Source: an optimization exercise on an open RTL-to-GDS flow (aim: small area, a short achievable clock period and few clock cycles per item). Production flows keep margins and buffers that such runs may drop. Function was checked by simulation only, so behaviour that the tests miss may differ from the original. Power is estimated from default activity; no workload was simulated.

// mod_exponent
module mod_exponent #(parameter WIDTH = 64) (
    input wire clk_in,
    input wire rst_in,
    input wire [WIDTH-1:0] base,
    input wire [WIDTH-1:0] exponent,
    input wire [WIDTH-1:0] modulo,
    input wire [WIDTH-1:0] inv_modulo,
    input wire [WIDTH:0] R,
    input wire [WIDTH-1:0] start_product,
    input wire valid_in,
    input wire ready_in,
    output logic [WIDTH-1:0] c_out,
    output logic valid_out,
    output logic busy_out
    );
    localparam ST_IDLE = 3'd0, ST_SCAN = 3'd1, ST_ITER = 3'd2, ST_SETTLE = 3'd3,
               ST_FIX = 3'd4, ST_DONE = 3'd5, ST_SUB = 3'd6;
    localparam OP_SQ = 2'd0, OP_MUL = 2'd1, OP_CONV = 2'd2;
    logic [2:0] state, state_n;
    logic [1:0] op, op_n;
    logic [WIDTH-1:0] acc;
    logic n1_r;                  
    logic [7:0] bgrp;            
    logic [WIDTH:0] s_r, c_r;
    logic e_r;
    logic [1:0] a_r;
    logic [4:0] cnt;
    logic [6:0] idx, idx_n;      
    logic [7:0] grp;             
    logic scan_wait;             
    logic iter_r, sub_r;         
    logic [WIDTH:0] s_nx, c_nx;
    logic e_nx;
    multiplier #(.WIDTH(WIDTH)) step (
        .s_in(s_r), .c_in(c_r), .e_in(e_r), .a_in(a_r), .b_in(acc), .n_in(modulo),
        .n1_in(n1_r), .iter(iter_r), .sub(sub_r),
        .s_out(s_nx), .c_out(c_nx), .e_out(e_nx));
    logic [2:0] top_pos;
    mont_reduction lead (.x(grp), .pos(top_pos));
    assign c_out = acc;
    wire settled = (c_r == '0) && !e_r;
    wire ebit = grp[idx[2:0]];
    wire need_sub = s_r[WIDTH];
    wire [4:0] cnt1 = cnt + 5'd1;
    wire [4:0] cnt2 = cnt + 5'd2;
  ...
export LEC_CHECK = 0
export CAP_MARGIN = 20
export CORE_MARGIN = 2
export CORE_UTILIZATION = 50
export CTS_BUF_LIST = sky130_fd_sc_hd__clkbuf_16
export CTS_CLUSTER_DIAMETER = 70
export CTS_CLUSTER_SIZE = 28
export PLACE_DENSITY = 0.6
export SLEW_MARGIN = 20
create_clock -name core_clock -period 10.0 [get_ports {clk_in}]
standard.sh (not shown) runs the stock make flow with config.mk's settings and CLKGATE_MAP_FILE= SYNTH_SCRIPT=/design/flow/synth_recipe.tcl, a recipe that flattens the netlist after the stock synthesis.
==> flow/flow/run.sh <==
#!/bin/bash
# Standard layout, with timing repair aiming well below the clock period so
# the resizer works on the paths that set the achieved period, and small
# port buffers (every port still gets one).
set -euo pipefail
export SETUP_SLACK_MARGIN=6.7
export BUFFER_PORTS_ARGS="-buffer_cell sky130_fd_sc_hd__buf_1"
bash standard.sh > standard.log 2>&1
Testbench counts at the start, summed over its fixed seeds: cycles 63,316, items 32.
Change:
- CORE_UTILIZATION: 50 -> 55
- CTS_CLUSTER_DIAMETER: 70 -> 60
- CTS_CLUSTER_SIZE: 28 -> 22
- PLACE_DENSITY: 0.6 -> 0.65
=>
- total power climbs by 0.98%
- clock-buffer cell count rose by 4
- synthesized cell count does not change
- non-clock buffer count came out lower by 10
- wire length drops by 2.4%
Change:
- CORE_UTILIZATION: 55 -> 70
- PLACE_DENSITY: 0.65 -> 0.8
=> The new run went through all stages and came out clean. Sequential power hardly moves. Final cell count came out lower by 3.9%. Utilization came out higher by 18 points. Global-route usage came out higher by 7.5 points. Clock skew came out higher by 0.0090 ns. Worst setup slack is worse by 0.14 ns. Combinational power came out higher by about 8%. Count of clock-buffer cells in the layout came out lower by 4. Via count came out higher by about 5%. Hold slack is better by 0.022 ns.

* * *

The RTL this note starts from:
==> flow/design.v <==
`timescale 1ns/1ps
`default_nettype none
module multiplier #(parameter WIDTH = 64) (
    input  wire [WIDTH:0]   s_in,
    input  wire [WIDTH:0]   c_in,
    input  wire             e_in,
    input  wire [1:0]       a_in,
    input  wire [WIDTH-1:0] b_in,
    input  wire [WIDTH-1:0] n_in,
    input  wire             n1_in,    
    input  wire             iter,     
    input  wire             sub,      
    output logic [WIDTH:0]   s_out,
    output logic [WIDTH:0]   c_out,
    output logic            e_out
    );
    localparam TW = WIDTH + 3;
    logic [TW-1:0] s, c, r1, r2, r3, r4;
    logic [TW-1:0] s1, c1, s2, c2, s3, c3, s4, c4;
    logic [1:0] t, q;
    assign s  = {2'b00, s_in};
    assign c  = {2'b00, c_in};
    assign r1 = a_in[0] ? {3'b000, b_in} : {TW{1'b0}};
    assign r2 = a_in[1] ? {2'b00, b_in, 1'b0} : {TW{1'b0}};
    assign t = s_in[1:0] + c_in[1:0] + {1'b0, e_in} + r1[1:0] + r2[1:0];
    assign q = {iter & (t[1] ^ (t[0] & ~n1_in)), iter & t[0]};
    assign r3 = {{3{sub}}, (n_in & {WIDTH{q[0]}}) | (~n_in & {WIDTH{sub}})};
    assign r4 = q[1] ? {2'b00, n_in, 1'b0} : {TW{1'b0}};
    assign s1 = s ^ c ^ r1;
    assign c1 = {(s[TW-2:0] & c[TW-2:0]) | (s[TW-2:0] & r1[TW-2:0]) | (c[TW-2:0] & r1[TW-2:0]), e_in};
    assign s2 = s1 ^ c1 ^ r2;
    assign c2 = {(s1[TW-2:0] & c1[TW-2:0]) | (s1[TW-2:0] & r2[TW-2:0]) | (c1[TW-2:0] & r2[TW-2:0]), sub};
    assign s3 = s2 ^ c2 ^ r3;
    assign c3 = {(s2[TW-2:0] & c2[TW-2:0]) | (s2[TW-2:0] & r3[TW-2:0]) | (c2[TW-2:0] & r3[TW-2:0]), 1'b0};
    assign s4 = s3 ^ c3 ^ r4;
    assign c4 = {(s3[TW-2:0] & c3[TW-2:0]) | (s3[TW-2:0] & r4[TW-2:0]) | (c3[TW-2:0] & r4[TW-2:0]), 1'b0};
    always_comb begin
        if (iter) begin
            s_out = s4[TW-1:2];
            c_out = c4[TW-1:2];
            e_out = s4[1] & c4[1];
        end else begin
            s_out = s4[WIDTH:0];
            c_out = c4[WIDTH:0];
            e_out = 1'b0;
        end
    end
endmodule
`default_nettype wire
`timescale 1ns/1ps
`default_nettype none
module mont_reduction (
    input  wire [7:0]  x,
    output logic [2:0] pos
    );
    always_comb begin
        pos = 3'd0;
        for (int i = 0; i < 8; i++)
            if (x[i]) pos = i[2:0];
    end
endmodule
`default_nettype wire
`timescale 1ns/1ps
`default_nettype none
module mod_exponent #(parameter WIDTH = 64) (
    input wire clk_in,
    input wire rst_in,
    input wire [WIDTH-1:0] base,
    input wire [WIDTH-1:0] exponent,
    input wire [WIDTH-1:0] modulo,
    input wire [WIDTH-1:0] inv_modulo,
    input wire [WIDTH:0] R,
    input wire [WIDTH-1:0] start_product,
    input wire valid_in,
    input wire ready_in,
    output logic [WIDTH-1:0] c_out,
    output logic valid_out,
    output logic busy_out
    );
    localparam ST_IDLE = 3'd0, ST_SCAN = 3'd1, ST_ITER = 3'd2, ST_SETTLE = 3'd3,
               ST_FIX = 3'd4, ST_DONE = 3'd5, ST_SUB = 3'd6;
    localparam OP_SQ = 2'd0, OP_MUL = 2'd1, OP_CONV = 2'd2;
    logic [2:0] state, state_n;
    logic [1:0] op, op_n;
    logic [WIDTH-1:0] acc;
    logic n1_r;                  
    logic [7:0] bgrp;            
    logic [WIDTH:0] s_r, c_r;
    logic e_r;
    logic [1:0] a_r;
    logic [4:0] cnt;
    logic [6:0] idx, idx_n;      
    logic [7:0] grp;             
    logic scan_wait;             
    logic iter_r, sub_r;         
    logic [WIDTH:0] s_nx, c_nx;
    logic e_nx;
    multiplier #(.WIDTH(WIDTH)) step (
        .s_in(s_r), .c_in(c_r), .e_in(e_r), .a_in(a_r), .b_in(acc), .n_in(modulo),
        .n1_in(n1_r), .iter(iter_r), .sub(sub_r),
        .s_out(s_nx), .c_out(c_nx), .e_out(e_nx));
    logic [2:0] top_pos;
    mont_reduction lead (.x(grp), .pos(top_pos));
    assign c_out = acc;
    wire settled = (c_r == '0) && !e_r;
    wire ebit = grp[idx[2:0]];
    wire need_sub = s_r[WIDTH];
    wire [4:0] cnt1 = cnt + 5'd1;
    wire [4:0] cnt2 = cnt + 5'd2;
    logic ld_acc, ld_base, clr, set_one;
    logic [1:0] a_n;
    always_comb begin
        state_n = state;
        op_n = op;
        idx_n = idx;
        ld_acc = 1'b0;       
        ld_base = 1'b0;      
        clr = 1'b0;          
        set_one = 1'b0;      
        a_n = 2'b00;
        case (op)
            OP_SQ:   a_n = acc[{cnt1, 1'b0} +: 2];
            OP_MUL:  a_n = bgrp[{cnt1[1:0], 1'b0} +: 2];
            default: a_n = 2'b00;
        endcase
        if (state != ST_ITER || cnt == 5'd31) a_n = 2'b00;
        case (state)
            ST_IDLE: begin
                idx_n = 7'd63;
                if (valid_in) state_n = ST_SCAN;
            end
            ST_SCAN: begin
                ld_base = 1'b1;
                clr = 1'b1;
                if (scan_wait) begin
                end else if (grp != 8'd0) begin
                    idx_n = {1'b0, idx[5:3], top_pos} - 7'd1;
                    state_n = ST_ITER;
                    if (idx[5:3] == 3'd0 && top_pos == 3'd0) begin
                        op_n = OP_CONV;
                        a_n = 2'b01;
                    end else begin
                        op_n = OP_SQ;
                        a_n = base[1:0];
                    end
                end else if (idx[5:3] == 3'd0) begin
                    op_n = OP_CONV;
                    set_one = 1'b1;
                    state_n = ST_SETTLE;
                end else begin
                    idx_n = idx - 7'd8;
                end
            end
            ST_ITER: begin
                if (cnt == 5'd31) state_n = ST_SETTLE;
            end
            ST_SETTLE: begin
                if (settled && need_sub) begin
                    state_n = ST_SUB;
                end else if (settled) begin
                    ld_acc = 1'b1;
                    if (op == OP_CONV) begin
                        state_n = ST_SUB;
                    end else begin
                        clr = 1'b1;
                        state_n = ST_ITER;
                        if (op == OP_SQ && ebit) begin
                            op_n = OP_MUL;
                            a_n = bgrp[1:0];
                        end else if (idx[5:0] == 6'd0) begin
                            op_n = OP_CONV;
                            a_n = 2'b01;
                        end else begin
                            idx_n = idx - 7'd1;
                            op_n = OP_SQ;
                            a_n = s_r[1:0];
                        end
                    end
                end
            end
            ST_SUB: state_n = (op == OP_CONV) ? ST_FIX : ST_SETTLE;
            ST_FIX: begin
                if (settled) begin
                    ld_acc = !s_r[WIDTH];
                    state_n = ST_DONE;
                end
            end
            ST_DONE: if (ready_in) state_n = ST_IDLE;
            default: state_n = ST_IDLE;
        endcase
        if (rst_in) state_n = ST_IDLE;
    end
    always_ff @(posedge clk_in) begin
        n1_r <= modulo[1];
        bgrp <= base[{(state == ST_ITER) ? cnt2[4:2] : 3'd0, 3'b000} +: 8];
        grp <= exponent[{idx[5:3], 3'b000} +: 8];
        scan_wait <= (state == ST_IDLE) || ((state == ST_SCAN) && !scan_wait);
        idx <= idx_n;
        state <= state_n;
        op <= op_n;
        iter_r <= state_n == ST_ITER;
        sub_r <= state_n == ST_SUB;
        a_r <= a_n;
        cnt <= (state == ST_ITER) ? cnt1 : 5'd0;
        if (clr || set_one) begin
            s_r <= {{WIDTH{1'b0}}, set_one};
            c_r <= '0;
            e_r <= 1'b0;
        end else begin
            s_r <= s_nx;
            c_r <= c_nx;
            e_r <= e_nx;
        end
        if (ld_base) acc <= base;
        else if (ld_acc) acc <= s_r[WIDTH-1:0];
        if (rst_in) begin
            busy_out <= 1'b0;
            valid_out <= 1'b0;
        end else begin
            if (state == ST_IDLE && valid_in) busy_out <= 1'b1;
            if (state == ST_FIX && settled) begin
                busy_out <= 1'b0;
                valid_out <= 1'b1;
            end
            if (state == ST_DONE && ready_in) valid_out <= 1'b0;
        end
    end
endmodule
`default_nettype wire
==> flow/config.mk <==
export PLATFORM = sky130hd
export DESIGN_NAME = mod_exponent
export DESIGN_NICKNAME = mod_exponent
export VERILOG_FILES = /design/flow/design.v
export SDC_FILE = /design/flow/constraint.sdc
export NUM_CORES = 4
export LEC_CHECK = 0
export CAP_MARGIN = 20
export CORE_MARGIN = 2
export CORE_UTILIZATION = 55
export CTS_BUF_LIST = sky130_fd_sc_hd__clkbuf_16
export CTS_CLUSTER_DIAMETER = 70
export CTS_CLUSTER_SIZE = 28
export PLACE_DENSITY = 0.65
export SLEW_MARGIN = 20
export TNS_END_PERCENT = 10
==> flow/constraint.sdc <==
create_clock -name core_clock -period 10.0 [get_ports {clk_in}]
set_input_delay 2.0000 -clock core_clock [delete_from_list [all_inputs] [get_ports {clk_in}]]
set_output_delay 2.0000 -clock core_clock [all_outputs]
set_load 0.01 [all_outputs]
Scripts as last shown in full above: flow/flow/run.sh
Testbench counts at the start, summed over its fixed seeds: cycles 63,316, items 32.
Rerun with:
- CORE_UTILIZATION: 55 -> 60
- PLACE_DENSITY: 0.65 -> 0.7
- TNS_END_PERCENT: 10 -> default
After rerunning:
- cell area is lower by 1.2%
- global-route usage is higher by 2.2 points
- die area is lower by 8.2%
- utilization is higher by 4.9 points
- setup slack gains 33 ps
- synthesized cell count is unchanged
- flip-flop and latch count stays the same
Rerun with:
--- a/flow/flow/run.sh
+++ b/flow/flow/run.sh
@@ -5,3 +5,3 @@
 set -euo pipefail
-export SETUP_SLACK_MARGIN=6.7
+export SETUP_SLACK_MARGIN=6.55
 export BUFFER_PORTS_ARGS="-buffer_cell sky130_fd_sc_hd__buf_1"
- CORE_UTILIZATION: 60 -> 55
- CTS_BUF_LIST: sky130_fd_sc_hd__clkbuf_16 -> default
- CTS_CLUSTER_DIAMETER: 70 -> default
- CTS_CLUSTER_SIZE: 28 -> default
- PLACE_DENSITY: 0.7 -> 0.65
Outcome: The changed run completed without violations; via count shrinks slightly; clock skew falls by 15 ps; wire length falls slightly; clock power rises by a quarter to a third; synthesized area is unchanged; non-clock buffer count increases by 1; worst hold slack got worse by 110 ps.

re-timing with driven ports:
Ports are ideal in the flow. The routed layouts listed here were re-timed in OpenROAD. Step 1 assumes that a clkbuf_16 drives the clock port and a buf_2 every other input. Step 2 adds t to the input delays and takes it off the output delays; t is the mean of the earliest and latest rising clock arrival at the registers after step 1. Input paths then give back, and output paths get back, about the clock's delay inside the block. a / b / c = ideal / step 1 / step 2; a / b = the first two.
run	t (ns)	setup WS [ns]	clock arrival spread, ns	slew at the worst register clock pin (ns)	worst data-port slew with drivers (ns)
the first run of note 1	0.593	6.639 / 6.639 / 6.185	0.033 / 0.032	0.10 / 0.10	0.09
the second run of note 1	0.587	6.717 / 6.712 / 6.191	0.023 / 0.023	0.09 / 0.09	0.08
the third run of note 1	0.570	6.582 / 6.582 / 6.156	0.031 / 0.032	0.09 / 0.09	0.11
the first run of note 2	0.581	6.686 / 6.686 / 6.153	0.039 / 0.039	0.10 / 0.10	0.09
the second run of note 2	0.559	6.720 / 6.720 / 6.195	0.028 / 0.027	0.11 / 0.11	0.13
the third run of note 2	0.604	6.610 / 6.559 / 6.108	0.012 / 0.012	0.06 / 0.06	0.11
After both steps setup and hold are still met in every run listed. The setup slack of the first run of note 2, which loses most, moves by 0.000 ns with the drivers and by -0.533 ns with both steps.
